Context: an optimization exercise on an open-source flow, tuned for small area, a short achievable clock period and few clock cycles per item. The choices shown serve that exercise and are no tape-out recipe. At most, simulation tests tie the RTL to the original design; equivalence was not proved. The RTL of runs 2, 3 and 6 was laid out without a check of its function.

File: flow/config.mk
export PLATFORM = sky130hd
export DESIGN_NAME = div
export DESIGN_NICKNAME = div
export VERILOG_FILES = /design/flow/design.v
export SDC_FILE = /design/flow/constraint.sdc
export NUM_CORES = 8
export LEC_CHECK = 0
export CAP_MARGIN = 20
export CORE_MARGIN = 2
export CORE_UTILIZATION = 40
export SLEW_MARGIN = 20
File: flow/constraint.sdc
create_clock -name core_clock -period 5.0 [get_ports {clk}]
set_input_delay 1.0000 -clock core_clock [delete_from_list [all_inputs] [get_ports {clk}]]
set_output_delay 1.0000 -clock core_clock [all_outputs]
set_load 0.01 [all_outputs]
File: flow/design.v
module div(
    input                               clk,
    input                               resetn,
    input                               signed_div_i,
    input   [31:0]                   operand1_i,
    input   [31:0]                   operand2_i,
    input                               start_i,
    input                               annul_i,
    output  reg[63:0]          result_o,
    output  reg                         ready_o
);
wire[32:0] div_temp;
reg[64:0] dividend;
reg[5:0] cnt;
reg[1:0] state;
reg[31:0] divisor;
assign div_temp = {1'b0, dividend[63:32]} - {1'b0, divisor};
always @(posedge clk) begin
    if (resetn == 1'b0) begin
        state <= 2'b00;
        ready_o <= 1'b0;
        result_o <= {32'd0, 32'd0};
    end else begin
        case (state)
            2'b00: begin
                if ((start_i == 1'b1) && (annul_i == 1'b0)) begin
                    if (operand2_i == 32'd0) begin
                        state <= 2'b01;
                    end else begin
                        state <= 2'b10;
                        cnt <= 6'b000000;
                        dividend[63:33] <= 31'b0;
                        dividend[0] <= 1'b0;
                        if ((signed_div_i == 1'b1) && (operand1_i[31] == 1'b1)) begin
                            dividend[32:1] <= ~operand1_i + 1;
                        end else begin
                            dividend[32:1] <= operand1_i;
                        end
                        if ((signed_div_i == 1'b1) && (operand2_i[31] == 1'b1)) begin
                            divisor <= ~operand2_i + 1;
                        end else begin
                            divisor <= operand2_i;
                        end
                    end
                end else begin
                    ready_o <= 1'b0;
                    result_o <= {32'd0, 32'd0};
                end
            end
            2'b01: begin
                dividend <= {32'd0, 32'd0};
                state <= 2'b11;
            end
            2'b10: begin
                if (annul_i == 1'b0) begin
                    if (cnt != 6'b100000) begin
                        if (div_temp[32] == 1'b1) begin
                            dividend <= {dividend[63:0], 1'b0};
                        end else begin
                            dividend <= {div_temp[31:0], dividend[31:0], 1'b1};
                        end
                        cnt <= cnt + 1;
                    end else begin
                        if ((signed_div_i == 1'b1) && ((operand1_i[31] ^ operand2_i[31]) == 1'b1)) begin
                            dividend[31:0] <= (~dividend[31:0] + 1);
                        end
                        if ((signed_div_i == 1'b1) && ((operand1_i[31] ^ dividend[64]) == 1'b1)) begin
                            dividend[64:33] <= (~dividend[64:33] + 1);
                        end
                        state <= 2'b11;
                        cnt <= 6'b000000;
                    end
                end else begin
                    state <= 2'b00;
                end
            end
            2'b11: begin
                result_o <= {dividend[64:33], dividend[31:0]};
                ready_o <= 1'b1;
                if (start_i == 1'b0) begin
                    state <= 2'b00;
                    ready_o <= 1'b0;
                    result_o <= {32'd0, 32'd0};
                end
            end
        endcase
    end
end
endmodule
File: flow/run.sh
#!/bin/bash
# synth_recipe.tcl (not shown) runs the flow's synth.tcl, then flattens the netlist and writes it again
# the make line also repeats each setting of config.mk as NAME=value (left out here)
make -C /OpenROAD-flow-scripts/flow DESIGN_CONFIG=/design/flow/config.mk WORK_HOME=/design/flow/orfs CLKGATE_MAP_FILE= SYNTH_SCRIPT=/design/flow/synth_recipe.tcl finish
==> results of run 1 <==
-- area by class of cell --
type                            instances  area [sq um]  share of cell area
Multi-Input combinational cell        974          6680               0.483
Sequential cell                       170          4430               0.320
Timing Repair Buffer                  145          1420               0.102
Tap cell                              384           480              0.0347
Clock buffer                           17           425              0.0307
Inverter                               56           210              0.0152
Clock inverter                         15           179              0.0129
Antenna cell                            5          12.5            0.000904
-- routing by layer --
metal  wire, um  vias to the layer above  part of all wire  global-route usage
met5          0                        -                 0                   0
met1      14400                     4736              0.44               0.276
li1           -                     4929                 -                   -
met2      15900                      269              0.48               0.371
met3       1900                       40             0.058              0.0407
met4        626                        0             0.019              0.0639
-- path summary, 6_finish.rpt --
kind / startpoint / end / slack (ns) / depth (start not counted)
max: operand2_i[0] / dividend[61] / 1.22 / 11
min reg2reg: state[0] / state[0] / 0.51 / 2
max reg2reg: dividend[33] / dividend[54] / 1.32 / 10
min: state[0] / state[0] / 0.51 / 2
-- kinds of logic after synthesis --
kind of cell | Yosys count | synth area share
DFF | 170 | 0.381
AOI/OAI and AO/OA | 364 | 0.212
and+or+nand+nor | 421 | 0.202
buffers and inverters | 122 | 0.0461
xor gates and xnor gates | 125 | 0.0941
adders and majority gates | 43 | 0.0469
muxes | 21 | 0.0182
-- worst max-delay path, cell delays in order --
cell and delay, ns:
clkdlybuf4s50_1 0.55, inv_1 0.07, ha_1 0.24, and4bb_2 0.29, nand4_1 0.28, o21ai_0 0.15, a21oi_1 0.17, nor2_1 0.06
or3b_2 0.49, a21oi_2 0.12, buf_4 0.42
-- cells in the final DEF (no fill, tap or decap), types with 14 or more instances in the layout --
cell type,n
nand2_1,81
nor4_1,18
dfxtp_1,67
o21ai_0,61
xnor2_1,61
o22ai_1,32
clkbuf_16,17
nor2_1,89
nor2b_1,70
clkdlybuf4s50_1,132
inv_1,56
a22oi_1,73
xor2_1,64
edfxtp_1,103
nor3_1,31
a21oi_1,70
mux2i_1,20
or4_1,14
ha_1,42
nand3_1,25
-- sequential cells by signal (all words and copies together), names as in the netlist --
signal    flops
ready_o       1
divisor      32
dividend     65
cnt           6
state         2
result_o     64
==> metrics.yaml, run 1 <==
outcome:
  outcome: "no timing/DRC/antenna violations"
finish:
  nets: 1476
  area_growth_syn_to_layout_pct: 18.9
  fillCellCount: 2754
  drive_above_1_share: 0.0625
  final_cells: 1766
  stdcell_area_sq_mm: 0.0138
  utilization: 0.482
sta:
  period_share: 0.757
  tns_ns: 0
  drv_slew: 0
  rsz0062_at_grt: "false"
  holdWs_ns: 0.510
  finalSetupViolCount: 0
  setup_ws_ns: 1.22
  worstMarginPinSlew_ns: 1.10
  max_freq_mhz: 264
  hold_viol: 0
  finalCriticalPeriod_ns: 3.78
  skew_ns: 0.0136
  max-slew-margin-rel: 0.265
cts:
  postCtsSetupBuffers: 0
  clkTransAtPathRegs_ns: 0.07
  clk_latency_ns: 0.45
  cts_tree: "yes"
  hold_buffers: 0
  htree_levels: 4
  max-clock-path-buffers: 2
  cts_resized: 0
  numCtsBuffers: 17
  cts.sinks: 170
  root_buffer: "clkbuf_16"
grt:
  antenna_found_initial: 5
  grt.total_usage: 0.216
  grt_first_pass_wirelength_um: 52100
  grt_overflow: 0
  grt_max_degree: 66
  grt_pass1_vias: 9659
synth:
  synth_top_area_share: 0.266
  ys_seq_area_frac: 0.381
  synth.avg_cell_area_sq_um: 9.19
  synthTopCellsByArea: "edfxtp_1 (27%), dfxtp_1 (12%), xor2_1 (4.8%)"
  synthArstFlopShare: 0
  syn_inst: 1266
  synth_edf_count: 103
  synth_most_common_cell: "edfxtp_1"
  syn_area_sq_mm: 0.0116
  synthFlopType: "edfxtp_1"
  ys_warn_count: 1
  synth.net_count: 1378
  synth_common_cells: "edfxtp_1 (103), nor2_1 (91), nand2_1 (82)"
  ys_seq_elements: 170
  ys_types: 87
  yosys.area.top_type: "edfxtp_1"
drt:
  ant_nets: 0
  vias_per_cell: 5.65
  drt_iter0_drc: 778
  remaining_drc_errors: 0
  routedWlPerCell_um: 18.6
  wl_um: 32900
  dr.pass1.iters: 6
  vias: 9974
place:
  dpl.hpwl_um: 24200
  post-place-cells: 1729
  pre_cts_ws_ns: 0.771
  gp_congestion: 0.914
  port_buffers: 133
  placed_cell_area_sq_mm: 0.0132
floorplanning:
  core-area_sq_mm: 0.0287
  start_util: 0.405
  die_h_um: 175
  io_pins: 134
  num_rows: 62
  die_x_um: 175
  die-area_sq_mm: 0.0305
critical_path:
  critical_path_class: "in2reg"
  cp.required_ns: 5.09
  end_kind: "flip-flop"
  arrival_ns: 3.87
  path_max_fanout: 31
  worstSetupStartpointType: "primary input"
flow_run:
  cap_violations: 0
worst_hold_path:
  hold_class: "reg2reg"
==> run 2: changes to the inputs <==
==> flow/design.v (replaced) <==
module div(
    input                               clk,
    input                               resetn,
    input                               signed_div_i,
    input   [31:0]                   operand1_i,
    input   [31:0]                   operand2_i,
    input                               start_i,
    input                               annul_i,
    output  reg[63:0]          result_o,
    output  reg                         ready_o
);
localparam S_IDLE = 3'd0;
localparam S_NEG  = 3'd1;
localparam S_NORM = 3'd2;
localparam S_ITER = 3'd3;
localparam S_DONE = 3'd4;
reg [2:0]  state;
reg [32:0] rem;
reg [32:0] dsr;
reg [31:0] quo;
reg [4:0]  cnt;
wire sa_in = signed_div_i & operand1_i[31];
wire sb_in = signed_div_i & operand2_i[31];
reg  sa;       
reg  neg_q;    
wire b_zero = ~|operand2_i;
wire [32:0] a_ext = {sa_in, operand1_i};
wire [32:0] b_ext = {sb_in, operand2_i};
wire sd = dsr[32];
wire do_add = ~sa & sd;
wire [33:0] x = {rem[32], rem};
wire [33:0] y = do_add ? {dsr[32], dsr} : ~{dsr[32], dsr};
wire [33:0] sum = x + y + {33'd0, ~do_add};
wire eq = (rem == dsr);
wire take = sa ? (sum[33] | eq) : ~sum[33];
function [5:0] lzc32;
    input [31:0] v;
    reg [15:0] v16;
    reg [7:0]  v8;
    reg [3:0]  v4;
    reg [1:0]  v2;
    reg [4:0]  n;
    begin
        n[4] = ~|v[31:16];
        v16  = n[4] ? v[15:0] : v[31:16];
        n[3] = ~|v16[15:8];
        v8   = n[3] ? v16[7:0] : v16[15:8];
        n[2] = ~|v8[7:4];
        v4   = n[2] ? v8[3:0] : v8[7:4];
        n[1] = ~|v4[3:2];
        v2   = n[1] ? v4[1:0] : v4[3:2];
        n[0] = ~v2[1];
        lzc32 = {~|v, n & {5{|v}}};
    end
endfunction
wire [5:0] lz_r = lzc32(rem[31:0] ^ {32{sa}});
wire [5:0] lz_d = lzc32((dsr[31:0] ^ {32{sd}}) | 32'd1);
wire [5:0] first = lz_d - lz_r + {5'd0, sa};
always @(*) begin
    result_o = {rem[31:0], quo};
end
always @(posedge clk) begin
    if (resetn == 1'b0) begin
        state   <= S_IDLE;
        ready_o <= 1'b0;
    end else begin
        case (state)
            S_IDLE: begin
                ready_o <= 1'b0;
                quo     <= 32'd0;
                dsr     <= b_ext;
                sa      <= sa_in;
                neg_q   <= sa_in ^ sb_in;
                if (sa_in & ~sb_in | b_zero) rem <= 33'd0;
                else                   rem <= a_ext;
                if (start_i && !annul_i) begin
                    if (b_zero) begin
                        state   <= S_DONE;
                        ready_o <= 1'b1;
                    end else if (sa_in & ~sb_in) begin
                        state <= S_NEG;
                    end else begin
                        state <= S_NORM;
                    end
                end
            end
            S_NEG: begin
                rem <= a_ext;
                dsr <= sum[32:0];
                state <= annul_i ? S_IDLE : S_NORM;
            end
            S_NORM: begin
                if (annul_i) begin
                    state <= S_IDLE;
                end else if (!take) begin
                    state   <= S_DONE;
                    ready_o <= 1'b1;
                end else begin
                    if (neg_q) rem <= sum[32:0];
                    quo   <= {32{neg_q}};
                    dsr   <= dsr << first[4:0];
                    cnt   <= first[4:0];
                    state <= S_ITER;
                end
            end
            S_ITER: begin
                if (annul_i) begin
                    state <= S_IDLE;
                end else begin
                    if (take) rem <= sum[32:0];
                    quo <= {quo[30:0], take ^ neg_q};
                    dsr <= {dsr[32], dsr[32:1]};
                    cnt <= cnt - 5'd1;
                    if (cnt == 5'd0) begin
                        state   <= S_DONE;
                        ready_o <= 1'b1;
                    end
                end
            end
            default: begin
                state   <= S_IDLE;
                ready_o <= 1'b0;
            end
        endcase
    end
end
endmodule
==> run 2 against run 1 <==
Compared with the run above: the layout now fails its checks (negative setup slack); synthesized area fell by 2.6%; register-to-register slack lost 2.2 ns; hold slack improved by 0.023 ns; critical path depth rose by 19; setup slack got worse by 2.1 ns; final area is 19% higher; largest cell class unchanged; highest routed layer unchanged.
==> metrics.yaml, run 2 <==
cts:
  cts.sinks: 109  # -36%
  numCtsBuffers: 9  # -8
  root_buffer: "clkbuf_16"
  cts_tree: "yes"
  clk_latency_ns: 0.38  # -0.07 ns
  htree_levels: 3  # -1
  clkTransAtPathRegs_ns: 0.10  # +0.03 ns
  max-clock-path-buffers: 2  # unchanged
sta:
  finalCriticalPeriod_ns: 5.91  # +2.12 ns
  worstMarginPinSlew_ns: 0.814  # -0.288 ns
  drv_slew: 0  # unchanged
  holdWs_ns: 0.533  # +0.0229 ns
  max-slew-margin-rel: 0.455  # +0.190
  tns_ns: -23.69  # -23.69 ns
  rsz0062_at_grt: "true"
  skew_ns: 0.0146  # +0.00104 ns
  max_freq_mhz: 169  # -36%
  finalSetupViolCount: 34  # +34
  setup_ws_ns: -0.908  # -2.12 ns
  period_share: 1.18  # +0.425
  hold_viol: 0  # unchanged
floorplanning:
  die_h_um: 172  # -1.3%
  num_rows: 61  # -1.6%
  start_util: 0.407  # +0.00138
  die_x_um: 172  # -1.3%
  io_pins: 134  # unchanged
  core-area_sq_mm: 0.0279  # -2.9%
  die-area_sq_mm: 0.0297  # -2.6%
flow_run:
  cap_violations: 0  # unchanged
grt:
  antenna_found_initial: 0  # -5
  grt_max_degree: 43  # -35%
  grt_overflow: 0  # unchanged
  grt_first_pass_wirelength_um: 73100  # +40%
  grt_pass1_vias: 11581  # +20%
  grt.total_usage: 0.335  # +0.119
synth:
  synthTopCellsByArea: "edfxtp_1 (28%), xnor2_1 (5.5%), ha_1 (4.7%)"
  ys_warn_count: 1  # unchanged
  synth.net_count: 1440  # +4.5%
  synthArstFlopShare: 0  # unchanged
  synthFlopType: "edfxtp_1"
  synth_edf_count: 105  # +1.9%
  ys_seq_area_frac: 0.285  # -0.0958
  syn_area_sq_mm: 0.0113  # -2.6%
  synth.avg_cell_area_sq_um: 8.55  # -7.0%
  yosys.area.top_type: "edfxtp_1"
  ys_seq_elements: 109  # -36%
  synth_common_cells: "nand2_1 (138), edfxtp_1 (105), o21ai_0 (89)"
  ys_types: 89  # +2.3%
  synth_top_area_share: 0.278  # +0.0124
  syn_inst: 1326  # +4.7%
  synth_most_common_cell: "nand2_1"
place:
  dpl.hpwl_um: 38700  # +60%
  gp_congestion: 1.01  # +11%
  port_buffers: 133  # unchanged
  post-place-cells: 1973  # +14%
drt:
  routedWlPerCell_um: 24.8  # +33%
  ant_nets: 0  # unchanged
  wl_um: 50600  # +54%
  dr.pass1.iters: 5  # -1
  remaining_drc_errors: 0  # unchanged
  vias: 12438  # +25%
  drt_iter0_drc: 1341  # +72%
  vias_per_cell: 6.10  # +8.0%
critical_path:
  worstSetupStartpointType: "flip-flop"
  r2r-end: "dsr[30]"
  critical_path_class: "reg2reg"
  cp.required_ns: 5.21  # +0.12 ns
  slowest_stage: "fa_2"
  crit_top_cell: "buf_6"
  arrival_ns: 6.12  # +2.25 ns
  path_max_fanout: 7  # -77%
  worstRegToRegCells: 30  # +20
  r2r_slack_ns: -0.91  # -2.23 ns
  reg2reg_from: "sa"
  cpPeakStageDelay_ns: 0.63  # +0.08 ns
  end_kind: "flip-flop"
finish:
  final_cells: 2039  # +15%
  drive_above_1_share: 0.317  # +0.255
  final_cell_mix: "buf_4 (285), clkdlybuf4s50_1 (133), nand2_1 (126)"
  top_regs: "dsr (33), rem (33), quo (32)"
  fillCellCount: 2505  # -9.0%
  final_common_cell: "buf_4"
  utilization: 0.590  # +0.108
  area_growth_syn_to_layout_pct: 45.1
  antenna_cells: 0  # -5
  nets: 1770  # +20%
outcome:
  outcome: "complete, but fails checks"
  so_faults: "negative setup slack"
worst_hold_path:
  holdPathEnd: "ready_o"
  hp-start: "ready_o"
  hold_class: "reg2reg"
  min_path_cells: 1  # -1
-- run 2: changes by cell type in the layout (fill, tap and decap cells not counted), moves of 18 or more --
cell / change
o22ai_1: -27
nand2_1: +45
xor2_1: -26
a21o_1: +44
dfxtp_1: -63
buf_6: +22
o21ai_1: +18
buf_4: +273
a22oi_1: -61
nor2b_1: -59
inv_1: -30
nor2_1: -29
-- run 2: area by class of cell --
type / instances / area (sq um) / area share
tap: 378 / 473 / 0.0288
clock inverter: 7 / 96.3 / 0.00586
inverter: 30 / 123 / 0.00746
timing repair buffer: 458 / 4080 / 0.248
sequential: 109 / 3230 / 0.197
multi-input combinational: 1048 / 8210 / 0.499
clock buffer: 9 / 225 / 0.0137
-- run 2: worst max path at each step --
stage,startpoint,end,slack [ns],cells past startpoint
final,sa,dsr[30],-0.91,30
after global routing,sa,dsr[16],-1.13,26
after CTS,sa,dsr[30],-0.89,28
after detailed placement,dsr[32],dsr[22],-1.14,24
after global placement,dsr[20],dsr[22],-1.12,24
after floorplan,dsr[20],dsr[25],-0.56,24
-- run 2: metal layers --
layer / GRT usage / wire (um) / vias up
li1: - / - / 5634
met1: 0.472 / 21500 / 6050
met2: 0.512 / 22200 / 623
met3: 0.0467 / 4480 / 131
met4: 0.142 / 2360 / 0
met5: 0 / 0 / -
-- run 2: cell families after synthesis --
family,synth area share
xor gates and xnor gates,0.0858
AOI/OAI and AO/OA,0.263
adders and majority gates,0.0510
and+or+nand+nor,0.171
DFF,0.285
muxes,0.0734
buffers and inverters,0.0708
-- run 2: what timing repair did --
| action | 4_1_cts | 5_1_grt |
|---|---|---|
| setup buffers | 31 | 23 |
| setup endpoints to repair | 35 | 134 |
| pin swaps | 48 | 70 |
| hold buffers | 0 | 0 |
| hold endpoints to repair | 0 | 0 |
| resized for setup | 80 | 122 |
| gates cloned | 2 | 0 |
-- run 2: metrics by stage --
| stage | worst slack, ns | area, sq um |
|---|---|---|
| after floorplan | -0.562 | 11500 |
| after global routing | -1.13 | 16400 |
| after detailed placement | -1.14 | 14900 |
| final | -0.908 | 16400 |
| after global placement | -1.12 | 14900 |
| after CTS | -0.889 | 15800 |
-- run 2: worst max-delay path, delay by kind of cell, from the launching register on --
family,cells,cell delay (ns)
AO/OA/AOI/OAI,9,2.34
buffers and inverters,11,1.25
adder cells (fa/ha/maj),3,1.01
AND/OR/NAND/NOR,6,0.53
flip-flops,1,0.47
multiplexers,1,0.15
==> run 3: changes to the inputs <==
--- a/flow/design.v
+++ b/flow/design.v
@@ -19,20 +19,15 @@
 reg [32:0] dsr;
 reg [31:0] quo;
 reg [4:0]  cnt;
+reg [5:0]  lz_a;      
+reg [5:0]  lz_b;      
+reg        sa;        
+reg        neg_q;     
 wire sa_in = signed_div_i & operand1_i[31];
 wire sb_in = signed_div_i & operand2_i[31];
-reg  sa;       
-reg  neg_q;    
 wire b_zero = ~|operand2_i;
 wire [32:0] a_ext = {sa_in, operand1_i};
 wire [32:0] b_ext = {sb_in, operand2_i};
-wire sd = dsr[32];
-wire do_add = ~sa & sd;
-wire [33:0] x = {rem[32], rem};
-wire [33:0] y = do_add ? {dsr[32], dsr} : ~{dsr[32], dsr};
-wire [33:0] sum = x + y + {33'd0, ~do_add};
-wire eq = (rem == dsr);
-wire take = sa ? (sum[33] | eq) : ~sum[33];
 function [5:0] lzc32;
     input [31:0] v;
     reg [15:0] v16;
@@ -53,9 +48,40 @@
         lzc32 = {~|v, n & {5{|v}}};
     end
 endfunction
-wire [5:0] lz_r = lzc32(rem[31:0] ^ {32{sa}});
-wire [5:0] lz_d = lzc32((dsr[31:0] ^ {32{sd}}) | 32'd1);
-wire [5:0] first = lz_d - lz_r + {5'd0, sa};
+wire [5:0] lz_a_in = lzc32(operand1_i ^ {32{sa_in}});
+wire [5:0] lz_b_in = lzc32((operand2_i ^ {32{sb_in}}) | 32'd1);
+wire small_in = (lz_b_in + {5'd0, sa_in}) < lz_a_in;
+wire sd = dsr[32];
+wire sub = sa | ~sd;
+wire [33:0] x = {rem[32], rem};
+wire [33:0] y = {dsr[32], dsr} ^ {34{sub}};
+wire [33:0] g0 = x & y;
+wire [33:0] p0 = x ^ y;
+wire [33:0] gg [0:6];
+wire [33:0] pp [0:6];
+assign gg[0] = g0;
+assign pp[0] = p0;
+genvar k, i;
+generate
+    for (k = 0; k < 6; k = k + 1) begin : ks
+        for (i = 0; i < 34; i = i + 1) begin : kb
+            if (i >= (1 << k)) begin : comb
+                assign gg[k+1][i] = gg[k][i] | (pp[k][i] & gg[k][i - (1 << k)]);
+                assign pp[k+1][i] = pp[k][i] & pp[k][i - (1 << k)];
+            end else begin : pass
+                assign gg[k+1][i] = gg[k][i];
+                assign pp[k+1][i] = pp[k][i];
+            end
+        end
+    end
+endgenerate
+wire [33:0] gt = gg[6];
+wire [33:0] pt = pp[6];
+wire [33:0] carry = {gt[32:0] | (pt[32:0] & {33{sub}}), sub};
+wire [33:0] sum = p0 ^ carry;
+wire neg_le = p0[33] ^ gt[32];
+wire take = sa ? neg_le : ~sum[33];
+wire [5:0] first = lz_b - lz_a + {5'd0, sa};
 always @(*) begin
     result_o = {rem[31:0], quo};
 end
@@ -69,12 +95,14 @@
                 ready_o <= 1'b0;
                 quo     <= 32'd0;
                 dsr     <= b_ext;
+                lz_a    <= lz_a_in;
+                lz_b    <= lz_b_in;
                 sa      <= sa_in;
                 neg_q   <= sa_in ^ sb_in;
-                if (sa_in & ~sb_in | b_zero) rem <= 33'd0;
-                else                   rem <= a_ext;
+                if (b_zero | ~small_in & sa_in & ~sb_in) rem <= 33'd0;
+                else                                    rem <= a_ext;
                 if (start_i && !annul_i) begin
-                    if (b_zero) begin
+                    if (b_zero | small_in) begin
                         state   <= S_DONE;
                         ready_o <= 1'b1;
                     end else if (sa_in & ~sb_in) begin
==> run 3 against run 2 <==
Compared with the run above: the layout still fails its checks (negative setup slack); core utilization decreased by 4.3 points; die area is 1.8% lower; first-iteration DRC count fell by 9.0%; final cell count shrank 7.1%; final area is 8.3% lower; clock-buffer cell count increased by 8.
==> metrics.yaml, run 3 <==
outcome:
  outcome: "complete, but fails checks"
  so_faults: "negative setup slack"
finish:
  final_cell_mix: "buf_4 (186), clkdlybuf4s50_1 (116), edfxtp_1 (115)"
  stdcell_area_sq_mm: 0.0151  # -8.3%
  area_growth_syn_to_layout_pct: 35.5
  antenna_cells: 0  # unchanged
  final_cells: 1895  # -7.1%
  top_regs: "dsr (33), rem (33), quo (32)"
  final_common_cell: "buf_4"
  nets: 1625  # -8.2%
  drive_above_1_share: 0.228  # -0.0892
critical_path:
  reg2reg_from: "dsr[32]"
  end_kind: "flip-flop"
  crit_top_cell: "buf_12"
  critPathLaunch: "operand2_i[26]"
  worstSetupStartpointType: "primary input"
  slowest_stage: "or4_4"
  cpPeakStageDelay_ns: 0.54  # -0.09 ns
  critical_path_class: "in2reg"
  arrival_ns: 5.87  # -0.25 ns
  path_max_fanout: 8  # +1
  cp.required_ns: 5.28  # +0.07 ns
worst_hold_path:
  hp-start: "quo[13]"
  hold_class: "reg2reg"
grt:
  grt_pass1_vias: 10954  # -5.4%
  grt_overflow: 0  # unchanged
  antenna_found_initial: 0  # unchanged
  grt.total_usage: 0.299  # -0.0355
  grt_first_pass_wirelength_um: 65700  # -10%
  grt_max_degree: 47  # +9.3%
sta:
  worstMarginPinSlew_ns: 1.08  # +0.268 ns
  finalSetupViolCount: 37  # +8.8%
  rsz0062_at_grt: "true"
  finalCriticalPeriod_ns: 5.59  # -0.316 ns
  skew_ns: 0.0159  # +0.00128 ns
  drv_slew: 0  # unchanged
  setup_ws_ns: -0.592  # +0.316 ns
  hold_viol: 0  # unchanged
  period_share: 1.12  # -0.0632
  max_freq_mhz: 179  # +5.7%
  max-slew-margin-rel: 0.277  # -0.178
synth:
  ys_warn_count: 1  # unchanged
  ys_seq_elements: 119  # +9.2%
  synthArstFlopShare: 0  # unchanged
  synth_most_common_cell: "edfxtp_1"
  syn_area_sq_mm: 0.0111  # -1.8%
  ys_seq_area_frac: 0.318  # +0.0324
  synthFlopType: "edfxtp_1"
  synth.avg_cell_area_sq_um: 8.81  # +3.1%
  ys_types: 83  # -6.7%
  yosys.area.top_type: "edfxtp_1"
  synth_top_area_share: 0.310  # +0.0322
  synth_edf_count: 115  # +9.5%
  synth_common_cells: "edfxtp_1 (115), nand2_1 (112), nor2_1 (105)"
  synthTopCellsByArea: "edfxtp_1 (31%), ha_1 (5.7%), xnor2_1 (5.1%)"
  syn_inst: 1263  # -4.8%
  synth.net_count: 1384  # -3.9%
drt:
  remaining_drc_errors: 0  # unchanged
  vias: 11404  # -8.3%
  routedWlPerCell_um: 23.1  # -6.9%
  wl_um: 43700  # -14%
  dr.pass1.iters: 7  # +2
  vias_per_cell: 6.02  # -1.3%
  drt_iter0_drc: 1220  # -9.0%
  ant_nets: 0  # unchanged
cts:
  cts.sinks: 119  # +9.2%
  max-clock-path-buffers: 2  # unchanged
  clk_latency_ns: 0.44  # +0.06 ns
  hold_buffers: 0  # unchanged
  numCtsBuffers: 17  # +8
  cts_tree: "yes"
  clkTransAtPathRegs_ns: 0.07  # -0.03 ns
  htree_levels: 4  # +1
  root_buffer: "clkbuf_16"
place:
  post-place-cells: 1841  # -6.7%
  placed_cell_area_sq_mm: 0.0139  # -6.2%
  gp_congestion: 0.996  # -1.9%
  pre_cts_ws_ns: -1.28  # -0.144 ns
  port_buffers: 133  # unchanged
  dpl.hpwl_um: 33300  # -14%
floorplanning:
  die-area_sq_mm: 0.0292  # -1.8%
  start_util: 0.404  # -0.00308
  io_pins: 134  # unchanged
  die_h_um: 171  # -0.91%
  core-area_sq_mm: 0.0276  # -1.1%
  num_rows: 61  # unchanged
  die_x_um: 171  # -0.91%
flow_run:
  cap_violations: 0  # unchanged
==> run 3: per-layer routing <==
| layer | wire, um | part of all wire | track usage |
|---|---|---|---|
| met1 | 18200 | 0.42 | 0.410 |
| met2 | 20200 | 0.46 | 0.476 |
| met3 | 3760 | 0.086 | 0.0449 |
| met4 | 1550 | 0.035 | 0.114 |
| met5 | 0 | 0 | 0 |
==> run 3: worst paths after layout <==
check | end | slack (ns) | cells after the start
setup reg to reg | dsr[2] | 0.36 | 14
hold reg to reg | quo[14] | 0.54 | 1
hold / removal | quo[14] | 0.54 | 1
setup / recovery | rem[16] | -0.59 | 26
==> run 3: logic make-up (layout without fill, tap and decap cells) <==
group | Yosys count | in the layout | synth area share
AOI/OAI and AO/OA | 428 | 428 | 0.271
buffers and inverters | 147 | 401 | 0.0645
xor gates and xnor gates | 89 | 89 | 0.0701
muxes | 63 | 63 | 0.0645
DFF | 119 | 119 | 0.318
and+or+nand+nor | 365 | 365 | 0.154
adders and majority gates | 52 | 52 | 0.0592
==> run 3: repair_timing <==
item / in CTS / in global routing
endpoints found under the setup margin: 37 / 37
cloned: 3 / 0
setup buffers: 22 / 4
resized for setup: 87 / 27
pin swaps: 24 / 29
==> run 3: area by class of cell <==
type	count	area, sq um
Fill cell	2569	12500
Multi-Input combinational cell	997	7350
Clock buffer	17	425
Clock inverter	15	175
Sequential cell	119	3530
Inverter	34	133
Timing Repair Buffer	335	2980
Tap cell	378	473
==> run 3: worst max-delay path, delay by kind of cell <==
| family | cells | cell delay, ns |
|---|---|---|
| AOI/OAI and AO/OA | 15 | 2.78 |
| adders and majority gates | 2 | 0.50 |
| buffers and inverters | 5 | 0.66 |
| and+or+nand+nor | 4 | 0.92 |
==> run 3: metrics by stage <==
| stage | utilization | setup TNS (ns) | hold WS [ns] |
|---|---|---|---|
| floorplan | - | -15.29 | 0.570 |
| global placement | 0.506 | -41.49 | 0.526 |
| detailed placement | 0.506 | -45.65 | 0.535 |
| CTS | 0.543 | -16.59 | 0.546 |
| global route | 0.547 | -26.74 | 0.564 |
| finish | 0.547 | -19.63 | 0.542 |
==> run 4: changes to the inputs <==
==> flow/design.v (replaced) <==
module div(
    input                               clk,
    input                               resetn,
    input                               signed_div_i,
    input   [31:0]                   operand1_i,
    input   [31:0]                   operand2_i,
    input                               start_i,
    input                               annul_i,
    output  reg[63:0]          result_o,
    output  reg                         ready_o
);
localparam S_IDLE = 3'd0;
localparam S_NEG  = 3'd1;
localparam S_NORM = 3'd2;
localparam S_ITER = 3'd3;
localparam S_DONE = 3'd4;
reg [2:0]  state;
reg [32:0] rem;
reg [32:0] dsr;       
reg [31:0] quo;
reg [4:0]  cnt;
reg [5:0]  lz_a;      
reg [5:0]  lz_b;      
reg        sa;        
reg        sub;       
reg        neg_q;     
reg        is_small;     
wire sa_in = signed_div_i & operand1_i[31];
wire sb_in = signed_div_i & operand2_i[31];
wire b_zero = ~|operand2_i;
wire [32:0] a_ext = {sa_in, operand1_i};
wire [32:0] b_ext = {sb_in, operand2_i};
wire neg_first = sa_in & ~sb_in;      
wire [31:0] ua = operand1_i ^ {32{sa_in}};
wire [31:0] ub = (operand2_i ^ {32{sb_in}}) | 32'd1;
wire [7:0] nz_a, nz_b;
genvar k, i;
generate
    for (k = 0; k < 8; k = k + 1) begin : nib
        assign nz_a[k] = |ua[4*k+3:4*k];
        assign nz_b[k] = |ub[4*k+3:4*k];
    end
endgenerate
function [5:0] lzc32;
    input [31:0] v;
    input [7:0]  nz;
    reg [2:0] hn;
    reg [3:0] nb;
    begin
        casez (nz)
            8'b1???????: hn = 3'd0;
            8'b01??????: hn = 3'd1;
            8'b001?????: hn = 3'd2;
            8'b0001????: hn = 3'd3;
            8'b00001???: hn = 3'd4;
            8'b000001??: hn = 3'd5;
            8'b0000001?: hn = 3'd6;
            default:     hn = 3'd7;
        endcase
        nb = v[31 - 4*hn -: 4];
        casez (nb)
            4'b1???: lzc32 = {1'b0, hn, 2'd0};
            4'b01??: lzc32 = {1'b0, hn, 2'd1};
            4'b001?: lzc32 = {1'b0, hn, 2'd2};
            4'b0001: lzc32 = {1'b0, hn, 2'd3};
            default: lzc32 = 6'd32;
        endcase
    end
endfunction
wire [7:0] nz_b_above;    
assign nz_b_above[7] = 1'b0;
generate
    for (k = 0; k < 7; k = k + 1) begin : above
        assign nz_b_above[k] = |nz_b[7:k+1];
    end
endgenerate
wire small_in = ~sa_in & ~|(nz_a & ~nz_b_above);
wire [33:0] x = {rem[32], rem};
wire [33:0] y = {dsr[32], dsr};
wire [33:0] g0 = x & y;
wire [33:0] p0 = x ^ y;
wire [33:0] gg [0:6];
wire [33:0] pp [0:6];
assign gg[0] = g0;
assign pp[0] = p0;
generate
    for (k = 0; k < 6; k = k + 1) begin : ks
        for (i = 0; i < 34; i = i + 1) begin : kb
            if (i >= (1 << k)) begin : comb
                assign gg[k+1][i] = gg[k][i] | (pp[k][i] & gg[k][i - (1 << k)]);
                assign pp[k+1][i] = pp[k][i] & pp[k][i - (1 << k)];
            end else begin : pass
                assign gg[k+1][i] = gg[k][i];
                assign pp[k+1][i] = pp[k][i];
            end
        end
    end
endgenerate
wire [33:0] gt = gg[6];
wire [33:0] pt = pp[6];
wire [33:0] carry = {gt[32:0] | (pt[32:0] & {33{sub}}), sub};
wire [33:0] sum = p0 ^ carry;
wire neg_le = p0[33] ^ gt[32];
wire take = sa ? neg_le : ~sum[33];
wire [5:0] first = lz_b - lz_a + {5'd0, sa};
always @(*) begin
    result_o = {rem[31:0], quo};
end
always @(posedge clk) begin
    if (resetn == 1'b0) begin
        state   <= S_IDLE;
        ready_o <= 1'b0;
    end else begin
        case (state)
            S_IDLE: begin
                ready_o <= 1'b0;
                quo     <= 32'd0;
                dsr     <= b_ext ^ {33{sa_in | ~sb_in}};
                lz_a    <= lzc32(ua, nz_a);
                lz_b    <= lzc32(ub, nz_b);
                sa      <= sa_in;
                sub     <= sa_in | ~sb_in;
                neg_q   <= sa_in ^ sb_in;
                is_small   <= small_in;
                if (b_zero | neg_first) rem <= 33'd0;
                else                    rem <= a_ext;
                if (start_i && !annul_i) begin
                    if (b_zero | small_in) begin
                        state   <= S_DONE;
                        ready_o <= 1'b1;
                    end else if (neg_first) begin
                        state <= S_NEG;
                    end else begin
                        state <= S_NORM;
                    end
                end
            end
            S_NEG: begin
                rem   <= a_ext;
                dsr   <= ~sum[32:0];
                state <= annul_i ? S_IDLE : S_NORM;
            end
            S_NORM: begin
                dsr <= (dsr << first[4:0]) | ~({33{1'b1}} << first[4:0]) & {33{sub}};
                cnt <= first[4:0];
                quo <= {32{neg_q & take}};
                if (take & neg_q) rem <= sum[32:0];
                if (annul_i) begin
                    state <= S_IDLE;
                end else if (!take) begin
                    state   <= S_DONE;
                    ready_o <= 1'b1;
                end else begin
                    state <= S_ITER;
                end
            end
            S_ITER: begin
                if (take) rem <= sum[32:0];
                quo <= {quo[30:0], take ^ neg_q};
                dsr <= {dsr[32], dsr[32:1]};
                cnt <= cnt - 5'd1;
                if (annul_i) begin
                    state <= S_IDLE;
                end else if (cnt == 5'd0) begin
                    state   <= S_DONE;
                    ready_o <= 1'b1;
                end
            end
            default: begin
                state   <= S_IDLE;
                ready_o <= 1'b0;
            end
        endcase
    end
end
endmodule
--- a/flow/config.mk
+++ b/flow/config.mk
@@ -8,4 +8,5 @@
 export CAP_MARGIN = 20
 export CORE_MARGIN = 2
 export CORE_UTILIZATION = 40
+export SETUP_SLACK_MARGIN = 2.0
 export SLEW_MARGIN = 20
==> run 4 against run 3 <==
Compared with the run above: now clean on timing, DRC and antenna; synthesized cell count up 0.55%; clock-buffer cell count unchanged; final cell count up 4.3%; critical path type unchanged.
==> metrics.yaml, run 4 <==
drt:
  vias_per_cell: 6.37  # +5.9%
  remaining_drc_errors: 0  # unchanged
  routedWlPerCell_um: 26.2  # +13%
  wl_um: 51800  # +18%
  drt_iter0_drc: 1774  # +45%
  ant_nets: 0  # unchanged
  vias: 12595  # +10%
  dr.pass1.iters: 8  # +1
finish:
  drive_above_1_share: 0.414  # +0.186
  final_cell_mix: "buf_4 (198), edfxtp_1 (116), nand2_1 (95)"
  nets: 1706  # +5.0%
  fillCellCount: 2181  # -15%
  area_growth_syn_to_layout_pct: 56.2
  antenna_cells: 0  # unchanged
  top_regs: "dsr (33), rem (33), quo (32)"
  final_cells: 1977  # +4.3%
  utilization: 0.639  # +0.0917
  stdcell_area_sq_mm: 0.0179  # +19%
  final_common_cell: "buf_4"
floorplanning:
  die-area_sq_mm: 0.0300  # +2.9%
  num_rows: 61  # unchanged
  start_util: 0.409  # +0.00519
  io_pins: 134  # unchanged
  die_h_um: 173  # +1.4%
  core-area_sq_mm: 0.0280  # +1.7%
  die_x_um: 173  # +1.4%
sta:
  rsz0062_at_grt: "true"
  finalSetupViolCount: 0  # -100%
  drv_slew: 0  # unchanged
  skew_ns: 0.0113  # -0.00464 ns
  max_freq_mhz: 250  # +40%
  finalCriticalPeriod_ns: 4.01  # -1.59 ns
  tns_ns: 0  # +19.63 ns
  period_share: 0.801  # -0.317
  holdWs_ns: 0.552  # +0.00968 ns
  max-slew-margin-rel: 0.205  # -0.0717
  hold_viol: 0  # unchanged
  worstMarginPinSlew_ns: 1.18  # +0.102 ns
  setup_ws_ns: 0.994  # +1.59 ns
worst_hold_path:
  hold_class: "reg2reg"
grt:
  grt.total_usage: 0.322  # +0.0229
  grt_first_pass_wirelength_um: 73700  # +12%
  grt_max_degree: 51  # +8.5%
  grt_overflow: 0  # unchanged
  grt_util_met3: 0.0684  # +0.0235
  busiest_layer: "met2"
  grt_pass1_vias: 11730  # +7.1%
  antenna_found_initial: 2  # +2
  grt_use_met2: 0.508  # +0.0320
  grtUsageMet1: 0.421  # +0.0106
synth:
  ys_warn_count: 1  # unchanged
  syn_inst: 1270  # +0.55%
  yosys.area.top_type: "edfxtp_1"
  synth_edf_count: 116  # +0.87%
  synth.net_count: 1390  # +0.43%
  synth_top_area_share: 0.304  # -0.00633
  synth_common_cells: "nand2_1 (118), edfxtp_1 (116), a21oi_1 (99)"
  synth.avg_cell_area_sq_um: 9.02  # +2.4%
  synthArstFlopShare: 0  # unchanged
  syn_area_sq_mm: 0.0115  # +3.0%
  synthFlopType: "edfxtp_1"
  synthTopCellsByArea: "edfxtp_1 (30%), mux2i_1 (6.5%), ha_1 (5.4%)"
  ys_seq_elements: 120  # +0.84%
  ys_types: 97  # +17%
  synth_most_common_cell: "nand2_1"
  ys_seq_area_frac: 0.311  # -0.00654
cts:
  hold_buffers: 0  # unchanged
  numCtsBuffers: 17  # unchanged
  cts_tree: "yes"
  root_buffer: "clkbuf_16"
  clk_latency_ns: 0.44  # about the same
  max-clock-path-buffers: 2  # unchanged
  clkTransAtPathRegs_ns: 0.06  # about the same
  htree_levels: 4  # unchanged
  cts.sinks: 120  # +0.84%
critical_path:
  path_max_fanout: 7  # -1
  arrival_ns: 4.18  # -1.69 ns
  cp.required_ns: 5.18  # -0.10 ns
  worstSetupStartpointType: "primary input"
  end_kind: "flip-flop"
  critical_path_class: "in2reg"
place:
  pre_cts_ws_ns: 0.139  # +1.42 ns
  port_buffers: 133  # unchanged
  gp_congestion: 0.942  # -5.4%
  placed_cell_area_sq_mm: 0.0135  # -2.8%
  post-place-cells: 1737  # -5.6%
  dpl.hpwl_um: 32700  # -1.6%
flow_run:
  cap_violations: 0  # unchanged
outcome:
  outcome: "no timing/DRC/antenna violations"
## run 4: changes by cell type after synthesis, moves of 10 or more
cell / delta
a22o_1: +18
o21ai_0: +24
mux2i_1: +26
xor2_1: +10
nand3_1: -18
nor2_1: -15
a211oi_1: -13
o2bb2ai_1: -23
## run 4: layout make-up
cell class | count | area, sq um | area share
multi-input cells | 1008 | 9190 | 0.513
flip-flops and latches | 120 | 3560 | 0.199
well taps | 378 | 473 | 0.0264
clock inverters | 15 | 141 | 0.00790
repair buffers | 407 | 3940 | 0.220
inverters | 31 | 149 | 0.00832
clock buffers | 17 | 425 | 0.0238
repair inverters | 1 | 8.76 | 0.000490
## run 4: repair_timing
action	4_1_cts	5_1_grt
pin swaps	150	155
setup endpoints to repair	151	129
setup buffers	135	55
gates cloned	17	0
resized for setup	446	196
hold endpoints to repair	0	0
## run 4: worst paths after layout
| path | to | cells after the start | startpoint | slack [ns] |
|---|---|---|---|---|
| setup / recovery | lz_a[2] | 14 | operand1_i[26] | 0.99 |
| hold / removal | quo[5] | 1 | quo[4] | 0.55 |
| setup reg to reg | rem[19] | 16 | dsr[30] | 1.20 |
| hold reg to reg | quo[5] | 1 | quo[4] | 0.55 |
## run 4: metal layers
metal / vias up / part of all wire / routed length [um]
met1: 6106 / 0.38 / 19700
met2: 812 / 0.45 / 23500
met4: 2 / 0.064 / 3290
met3: 220 / 0.10 / 5280
met5: - / 0.00025 / 13
li1: 5455 / - / -
## run 4: critical path: stages
cell and delay, ns:
buf_8 0.09, or4_4 0.52, mux2_4 0.27, or2_4 0.25, o21ai_4 0.15, ha_4 0.24
buf_6 0.11, buf_6 0.12, a311o_2 0.31, a211o_1 0.33, nor3_4 0.28, o221ai_4 0.18
a21oi_4 0.25, a21oi_2 0.07
## run 4: cell families after synthesis
group | after synthesis | share of synthesized area
AO/OA/AOI/OAI | 421 | 0.248
XOR/XNOR | 98 | 0.0749
adder cells (fa/ha/maj) | 51 | 0.0570
buffers and inverters | 145 | 0.0623
flip-flops | 120 | 0.311
multiplexers | 101 | 0.106
AND/OR/NAND/NOR | 334 | 0.141
Testbench counts of run 4, summed over its fixed seeds: cycles 72,428, divisions 8,000.
==> run 5: changes to the inputs <==
--- a/flow/config.mk
+++ b/flow/config.mk
@@ -8,5 +8,4 @@
 export CAP_MARGIN = 20
 export CORE_MARGIN = 2
 export CORE_UTILIZATION = 40
-export SETUP_SLACK_MARGIN = 2.0
 export SLEW_MARGIN = 20
==> run 5 against run 4 <==
Compared with the run above: core utilization is 14 points lower; maximum frequency fell by 12%; final area shrank 21%; critical endpoint is now lz_a[3]; clock-buffer cell count rose by 2; final cell count fell by 10%; flip-flop and latch count unchanged.
==> metrics.yaml, run 5 <==
place:
  port_buffers: 133  # unchanged
  dpl.hpwl_um: 32500  # -0.63%
  gp_congestion: 1.01  # +7.1%
  post-place-cells: 1746  # +0.52%
  pre_cts_ws_ns: 0.0951  # -0.0437 ns
drt:
  ant_nets: 0  # unchanged
  remaining_drc_errors: 0  # unchanged
  routedWlPerCell_um: 23.6  # -10%
  vias: 10938  # -13%
  wl_um: 41900  # -19%
  drt_iter0_drc: 1225  # -31%
  vias_per_cell: 6.15  # -3.4%
  dr.pass1.iters: 5  # -3
critical_path:
  worstRegToRegCells: 13  # -3
  reg2reg_from: "dsr[1]"
  path_buf_inv: 3  # unchanged
  critPathLaunch: "operand1_i[23]"
  crit_chain: "clkdlybuf4s50_1 > nor4_1 > mux2i_1 > or2_2 > o211ai_1 > ha_1 > buf_4 > inv_1 > nor2_1 > nand3_1 > mux2i_1 > a2111oi_4 > o221ai_1 > a21oi_2 > a21oi_1"
  crit_top_cell: "mux2i_1"
  critical_path_class: "in2reg"
  path_max_fanout: 11  # +4
  cp.required_ns: 5.17  # about the same
  path_depth: 15  # +1
  slowest_stage: "clkdlybuf4s50_1"
  endpoint: "lz_a[3]"
  cpPeakStageDelay_ns: 0.49  # -0.03 ns
  r2r_slack_ns: 0.74  # -0.46 ns
  end_kind: "flip-flop"
  arrival_ns: 4.75  # +0.57 ns
  cpLargestDelayFamily: "compound AO/OA/AOI/OAI gates"
  worstSetupStartpointType: "primary input"
  r2r-end: "rem[2]"
sta:
  hold_viol: 0  # unchanged
  finalCriticalPeriod_ns: 4.57  # +0.568 ns
  holdWs_ns: 0.545  # -0.00715 ns
  setup_ws_ns: 0.426  # -0.568 ns
  tns_ns: 0  # unchanged
  max-slew-margin-rel: 0.264  # +0.0588
  worstMarginPinSlew_ns: 1.10  # -0.0809 ns
  rsz0062_at_grt: "false"
  finalSetupViolCount: 0  # unchanged
  drv_slew: 0  # unchanged
  max_freq_mhz: 219  # -12%
  period_share: 0.915  # +0.114
  skew_ns: 0.00952  # -0.00175 ns
floorplanning:
  die-area_sq_mm: 0.0300  # unchanged
  num_rows: 61  # unchanged
  die_h_um: 173  # unchanged
  start_util: 0.409  # unchanged
  io_pins: 134  # unchanged
  core-area_sq_mm: 0.0280  # unchanged
  die_x_um: 173  # unchanged
synth:
  synth_common_cells: "nand2_1 (118), edfxtp_1 (116), a21oi_1 (99)"
  ys_seq_area_frac: 0.311  # unchanged
  synthTopCellsByArea: "edfxtp_1 (30%), mux2i_1 (6.5%), ha_1 (5.4%)"
  synth_most_common_cell: "nand2_1"
  syn_inst: 1270  # unchanged
  yosys.area.top_type: "edfxtp_1"
  ys_warn_count: 1  # unchanged
  synth.avg_cell_area_sq_um: 9.02  # unchanged
  synth_edf_count: 116  # unchanged
  ys_seq_elements: 120  # unchanged
  synth_top_area_share: 0.304  # unchanged
  syn_area_sq_mm: 0.0115  # unchanged
  synthArstFlopShare: 0  # unchanged
  synth.net_count: 1390  # unchanged
  synthFlopType: "edfxtp_1"
  ys_types: 97  # unchanged
grt:
  grt_overflow: 0  # unchanged
  grt.total_usage: 0.276  # -0.0464
  grt_first_pass_wirelength_um: 63300  # -14%
  grt_pass1_vias: 10418  # -11%
  grt_max_degree: 42  # -18%
  antenna_found_initial: 0  # -2
cts:
  cts_tree: "yes"
  root_buffer: "clkbuf_16"
  htree_levels: 4  # unchanged
  cts.sinks: 120  # unchanged
  postCtsSetupBuffers: 0  # -100%
  clkTransAtPathRegs_ns: 0.06  # about the same
  numCtsBuffers: 17  # unchanged
  hold_buffers: 0  # unchanged
  cts_resized: 0  # -100%
  max-clock-path-buffers: 2  # unchanged
  clk_latency_ns: 0.43  # about the same
finish:
  nets: 1507  # -12%
  final_cell_mix: "clkdlybuf4s50_1 (133), nand2_1 (118), edfxtp_1 (116)"
  utilization: 0.502  # -0.137
  fillCellCount: 2686  # +23%
  top_regs: "dsr (33), rem (33), quo (32)"
  antenna_cells: 0  # unchanged
  final_common_cell: "clkdlybuf4s50_1"
  area_growth_syn_to_layout_pct: 22.8
  final_cells: 1778  # -10%
  drive_above_1_share: 0.126  # -0.288
worst_hold_path:
  hp-start: "quo[12]"
  hold_class: "reg2reg"
outcome:
  outcome: "no timing/DRC/antenna violations"
flow_run:
  cap_violations: 0  # unchanged
## run 5: worst min path at each step
stage	to	slack (ns)	depth (start not counted)
2_1_floorplan	dsr[31]	0.59	2
3_3_place_gp	quo[13]	0.53	1
3_5_place_dp	quo[13]	0.54	1
4_1_cts	quo[25]	0.55	1
5_1_grt	quo[13]	0.56	1
6_report	quo[13]	0.54	1
## run 5: kinds of logic (layout without fill, tap and decap cells)
kind of cell    after synthesis  count (layout)  synth area share
compound gates              421             421             0.248
simple gates                334             334             0.141
buf+inv                     145             275            0.0623
flops                       120             120             0.311
mux                         101             101             0.106
xor+xnor                     98              98            0.0749
fa+ha+maj                    51              51            0.0570
## run 5: per-stage QoR
stage / area (sq um)
after detailed placement: 13400
final: 14100
after CTS: 14100
after floorplan: 11500
after global routing: 14100
after global placement: 13400
## run 5: layout make-up
| type | count | area, sq um | area share |
|---|---|---|---|
| multi-input cells | 1005 | 7280 | 0.518 |
| flip-flops and latches | 120 | 3560 | 0.253 |
| repair buffers | 212 | 1960 | 0.139 |
| well taps | 378 | 473 | 0.0336 |
| clock buffers | 19 | 453 | 0.0322 |
| clock inverters | 13 | 215 | 0.0153 |
| inverters | 31 | 116 | 0.00828 |
## run 5: routing by layer
layer | wire length, um | part of all wire | vias to the layer above | global-route usage
li1 | - | - | 5042 | -
met1 | 17600 | 0.42 | 5244 | 0.376
met2 | 18800 | 0.45 | 561 | 0.428
met3 | 3830 | 0.091 | 91 | 0.0534
met4 | 1650 | 0.039 | 0 | 0.115
met5 | 0 | 0 | - | 0
==> run 6: changes to the inputs <==
==> flow/design.v (replaced) <==
module div(
    input                               clk,
    input                               resetn,
    input                               signed_div_i,
    input   [31:0]                   operand1_i,
    input   [31:0]                   operand2_i,
    input                               start_i,
    input                               annul_i,
    output  reg[63:0]          result_o,
    output  reg                         ready_o
);
localparam S_IDLE = 3'd0;
localparam S_NEG  = 3'd1;
localparam S_NORM = 3'd2;
localparam S_ITER = 3'd3;
localparam S_DONE = 3'd4;
reg [2:0]  state;
reg [32:0] rem;
reg [32:0] dsr;       
reg [31:0] quo;
reg [4:0]  cnt;
reg [5:0]  lz_a;      
reg [5:0]  lz_b;      
reg        sa;        
reg        sub;       
reg        neg_q;     
wire sa_in = signed_div_i & operand1_i[31];
wire sb_in = signed_div_i & operand2_i[31];
wire b_zero = ~|operand2_i;
wire [32:0] a_ext = {sa_in, operand1_i};
wire [32:0] b_ext = {sb_in, operand2_i};
wire neg_first = sa_in & ~sb_in;      
wire [31:0] ua = operand1_i ^ {32{sa_in}};
wire [31:0] ub = (operand2_i ^ {32{sb_in}}) | 32'd1;
genvar k, i;
function [5:0] lzc32;
    input [31:0] v;
    reg [7:0] nz;
    reg [7:0] oh;
    reg [1:0] lo;
    reg [2:0] hi;
    integer n;
    begin
        for (n = 0; n < 8; n = n + 1)
            nz[n] = |v[4*n +: 4];
        for (n = 0; n < 8; n = n + 1)
            oh[n] = nz[n] & ~|(nz >> (n + 1));
        lo = 2'd0;
        hi = 3'd0;
        for (n = 0; n < 8; n = n + 1) begin
            lo = lo | ({2{oh[n]}} & {~v[4*n+3] & ~v[4*n+2],
                                     ~v[4*n+3] & (v[4*n+2] | ~v[4*n+1])});
            hi = hi | ({3{oh[n]}} & (3'd7 - n[2:0]));
        end
        lzc32 = {~|nz, hi, lo};
    end
endfunction
wire [7:0] nz_a, nz_b, nz_b_above;
generate
    for (k = 0; k < 8; k = k + 1) begin : nib
        assign nz_a[k] = |ua[4*k+3:4*k];
        assign nz_b[k] = |ub[4*k+3:4*k];
        if (k == 7) begin : top
            assign nz_b_above[k] = 1'b0;
        end else begin : below
            assign nz_b_above[k] = |nz_b[7:k+1];
        end
    end
endgenerate
wire small_in = ~sa_in & ~|(nz_a & ~nz_b_above);
wire [33:0] x = {rem[32], rem};
wire [33:0] y = {dsr[32], dsr};
wire [33:0] g0 = x & y;
wire [33:0] p0 = x ^ y;
wire [33:0] gg [0:6];
wire [33:0] pp [0:6];
assign gg[0] = g0;
assign pp[0] = p0;
generate
    for (k = 0; k < 6; k = k + 1) begin : ks
        for (i = 0; i < 34; i = i + 1) begin : kb
            if (i >= (1 << k)) begin : comb
                assign gg[k+1][i] = gg[k][i] | (pp[k][i] & gg[k][i - (1 << k)]);
                assign pp[k+1][i] = pp[k][i] & pp[k][i - (1 << k)];
            end else begin : pass
                assign gg[k+1][i] = gg[k][i];
                assign pp[k+1][i] = pp[k][i];
            end
        end
    end
endgenerate
wire [33:0] gt = gg[6];
wire [33:0] pt = pp[6];
wire [33:0] carry = {gt[32:0] | (pt[32:0] & {33{sub}}), sub};
wire [33:0] sum = p0 ^ carry;
wire neg_le = p0[33] ^ gt[32];
wire take = sa ? neg_le : ~sum[33];
wire [5:0] first = lz_b - lz_a + {5'd0, sa};
always @(*) begin
    result_o = {rem[31:0], quo};
    ready_o  = (state == S_DONE);
end
always @(posedge clk) begin
    lz_a  <= lzc32(ua);
    lz_b  <= lzc32(ub);
    sa    <= sa_in;
    sub   <= sa_in | ~sb_in;
    neg_q <= sa_in ^ sb_in;
    case (state)
        S_IDLE:  dsr <= b_ext ^ {33{sa_in | ~sb_in}};
        S_NEG:   dsr <= ~sum[32:0];     
        S_NORM:  dsr <= (dsr << first[4:0]) | ~({33{1'b1}} << first[4:0]) & {33{sub}};
        default: dsr <= {dsr[32], dsr[32:1]};
    endcase
    if (state == S_NORM) cnt <= first[4:0];
    else                 cnt <= cnt - 5'd1;
    case (state)
        S_IDLE:  quo <= 32'd0;
        S_NEG:   quo <= 32'd0;
        S_NORM:  quo <= {32{neg_q & take}};
        default: quo <= {quo[30:0], take ^ neg_q};
    endcase
    case (state)
        S_IDLE:  rem <= (b_zero | neg_first) ? 33'd0 : a_ext;
        S_NEG:   rem <= a_ext;
        S_NORM:  if (take & neg_q) rem <= sum[32:0];
        S_ITER:  if (take) rem <= sum[32:0];
        default: ;
    endcase
    if (resetn == 1'b0) begin
        state <= S_IDLE;
    end else begin
        case (state)
            S_IDLE: begin
                if (start_i && !annul_i) begin
                    if (b_zero | small_in) state <= S_DONE;
                    else if (neg_first)    state <= S_NEG;
                    else                   state <= S_NORM;
                end
            end
            S_NEG:  state <= annul_i ? S_IDLE : S_NORM;
            S_NORM: begin
                if (annul_i)    state <= S_IDLE;
                else if (!take) state <= S_DONE;     
                else            state <= S_ITER;
            end
            S_ITER: begin
                if (annul_i)           state <= S_IDLE;
                else if (cnt == 5'd0)  state <= S_DONE;
            end
            default: state <= S_IDLE;
        endcase
    end
end
endmodule
==> run 6 against run 5 <==
Compared with the run above: non-clock buffer count is 52 lower; hold slack worse by 0.11 ns; register-to-register slack better by 0.25 ns; first-iteration DRC count is 9.9% lower; synthesized cell count is 1.1% higher; setup slack better by 0.56 ns; critical path type is now reg2reg; critical endpoint is now dsr[27]; largest cell class unchanged; highest routed layer unchanged.
==> metrics.yaml, run 6 <==
outcome:
  outcome: "no timing/DRC/antenna violations"
critical_path:
  worstSetupStartpointType: "flip-flop"
  endpoint: "dsr[27]"
  arrival_ns: 4.30  # -0.45 ns
  end_kind: "flip-flop"
  cp.required_ns: 5.29  # +0.12 ns
  path_max_fanout: 30  # +19
  reg2reg_from: "sa"
  critPathLaunch: "sa"
  worstRegToRegCells: 12  # -1
  critical_path_class: "reg2reg"
  r2r-end: "dsr[27]"
  r2r_slack_ns: 0.99  # +0.25 ns
drt:
  drt_iter0_drc: 1104  # -9.9%
  vias: 10725  # -1.9%
  wl_um: 41100  # -1.8%
  vias_per_cell: 6.29  # +2.3%
  dr.pass1.iters: 7  # +2
  ant_nets: 0  # unchanged
  routedWlPerCell_um: 24.1  # +2.5%
  remaining_drc_errors: 0  # unchanged
cts:
  clk_latency_ns: 0.43  # about the same
  cts.sinks: 119  # -0.83%
  root_buffer: "clkbuf_16"
  hold_buffers: 0  # unchanged
  numCtsBuffers: 17  # unchanged
  clkTransAtPathRegs_ns: 0.06  # about the same
  cts_resized: 0  # unchanged
  htree_levels: 4  # unchanged
  cts_tree: "yes"
  postCtsSetupBuffers: 0  # unchanged
  max-clock-path-buffers: 2  # unchanged
floorplanning:
  die_h_um: 165  # -5.0%
  start_util: 0.409  # about the same
  io_pins: 134  # unchanged
  die_x_um: 165  # -5.0%
  num_rows: 58  # -4.9%
  die-area_sq_mm: 0.0271  # -9.7%
  core-area_sq_mm: 0.0253  # -9.8%
place:
  dpl.hpwl_um: 32200  # -0.98%
  placed_cell_area_sq_mm: 0.0118  # -12%
  gp_congestion: 0.990  # -1.9%
  port_buffers: 133  # unchanged
  pre_cts_ws_ns: 0.654  # +0.559 ns
sta:
  period_share: 0.802  # -0.113
  max-slew-margin-rel: 0.399  # +0.135
  finalSetupViolCount: 0  # unchanged
  rsz0062_at_grt: "false"
  tns_ns: 0  # unchanged
  finalCriticalPeriod_ns: 4.01  # -0.563 ns
  drv_slew: 0  # unchanged
  worstMarginPinSlew_ns: 0.892  # -0.211 ns
  skew_ns: 0.0149  # +0.00542 ns
  setup_ws_ns: 0.989  # +0.563 ns
  max_freq_mhz: 249  # +14%
  hold_viol: 0  # unchanged
  holdWs_ns: 0.432  # -0.112 ns
synth:
  ys_seq_area_frac: 0.264  # -0.0474
  syn_area_sq_mm: 0.0103  # -9.9%
  synthTopCellsByArea: "dfxtp_1 (16%), edfxtp_1 (9.9%), nand2_1 (6.6%)"
  synthArstFlopShare: 0  # unchanged
  synth.net_count: 1401  # +0.79%
  synthFlopType: "dfxtp_1"
  ys_warn_count: 1  # unchanged
  synth_most_common_cell: "nand2_1"
  synth_edf_count: 34  # -71%
  synth_common_cells: "nand2_1 (182), dfxtp_1 (85), a21oi_1 (83)"
  synth.avg_cell_area_sq_um: 8.04  # -11%
  yosys.area.top_type: "dfxtp_1"
  synth_top_area_share: 0.165  # -0.139
  syn_inst: 1284  # +1.1%
  ys_seq_elements: 119  # -0.83%
  ys_types: 84  # -13%
worst_hold_path:
  hold_class: "reg2reg"
finish:
  area_growth_syn_to_layout_pct: 19.7
  top_regs: "dsr (33), rem (33), quo (32)"
  drive_above_1_share: 0.0845  # -0.0412
  stdcell_area_sq_mm: 0.0124  # -12%
  final_cell_mix: "nand2_1 (181), clkdlybuf4s50_1 (133), dfxtp_1 (85)"
  final_common_cell: "nand2_1"
  nets: 1477  # -2.0%
grt:
  grt_max_degree: 59  # +40%
  antenna_found_initial: 0  # unchanged
  grt_first_pass_wirelength_um: 60800  # -3.9%
  grt_pass1_vias: 9904  # -4.9%
  grt_overflow: 0  # unchanged
  grt.total_usage: 0.303  # +0.0269
flow_run:
  cap_violations: 0  # unchanged
==> run 6: metrics by stage <==
step	util	std cells
finish	0.489	1704
global route	0.489	1703
CTS	0.488	1702
detailed placement	0.466	1670
global placement	0.466	1670
floorplan	-	1284
==> run 6: worst max-delay path: stages, from the launching register on <==
cell and delay (ns):
dfxtp_1 0.37, inv_1 0.07, ha_1 0.33, inv_1 0.06
ha_2 0.18, fa_2 1.08, mux4_2 0.62, nand2_1 0.11
a21oi_1 0.07, o31ai_1 0.47, o21ai_0 0.25, nor3_1 0.17
a21oi_1 0.09
==> run 6: worst min path at each step <==
stage | depth (start not counted) | slack, ns | endpoint | startpoint
2_1_floorplan | 1 | 0.43 | cnt[0] | cnt[0]
3_3_place_gp | 2 | 0.43 | quo[23] | quo[22]
3_5_place_dp | 2 | 0.43 | quo[26] | quo[25]
4_1_cts | 2 | 0.43 | quo[26] | quo[25]
5_1_grt | 2 | 0.45 | quo[26] | quo[25]
6_report | 2 | 0.43 | quo[26] | quo[25]
==> run 6: cells by family (layout without fill, tap and decap cells) <==
| kind of cell | count (synthesis) | after routing | synth area share |
|---|---|---|---|
| muxes | 69 | 69 | 0.0870 |
| DFF | 119 | 119 | 0.264 |
| AOI/OAI and AO/OA | 395 | 395 | 0.264 |
| buffers and inverters | 148 | 237 | 0.0698 |
| other | 0 | 1 | 0 |
| adders and majority gates | 48 | 48 | 0.0596 |
| and+or+nand+nor | 438 | 438 | 0.197 |
| xor gates and xnor gates | 67 | 67 | 0.0583 |
==> run 6: area by class of cell <==
class	count	area (sq um)
antenna	1	2.50
clock buffer	19	475
clock inverter	13	95.1
fill	2483	12900
inverter	45	169
multi-input combinational	1017	6940
sequential	119	2720
tap	330	413
timing repair buffer	160	1540
==> run 6: routing by layer <==
metal  vias to the layer above  global-route usage  routed length, um
li1                       4961                   -                  -
met1                      5093               0.414              17700
met2                       584               0.446              17800
met3                        87              0.0796               4070
met4                         0               0.135               1600
met5                         -                   0                  0

-- static timing again, ports no longer ideal --
In the flow no input, the clock included, has a driving cell. The finished layouts below were timed again as built, in two steps.
Step 1 assumes that a clkbuf_16 drives the clock port and a buf_2 every other input.
Step 2 times the ports against the registers' clock, not the clock port: input delays grow and output delays shrink by t, the midpoint of the rising clock arrivals with the driver on.
a / b / c = ideal / step 1 / step 2; a / b = the first two.
run	t (ns)	slack for setup (ns)	worst setup path at the end	worst data-port slew with drivers (ns)
run 1	0.488	1.217 / 1.228 / 0.740	input to register	0.10
run 2	0.421	-0.908 / -0.908 / -0.908	register to register	0.04
run 3	0.481	-0.592 / -0.578 / -1.059	input to register	0.05
run 4	0.487	0.994 / 1.010 / 0.523	input to register	0.06
run 5	0.477	0.426 / 0.447 / -0.030	input to register	0.06
run 6	0.469	0.989 / 0.989 / 0.666	input to register	0.04
Met with ideal ports but missed after step 2: setup timing in run 5. For run 1, which loses most, drivers alone change the setup slack by +0.011 ns; drivers and shift together by -0.477 ns.
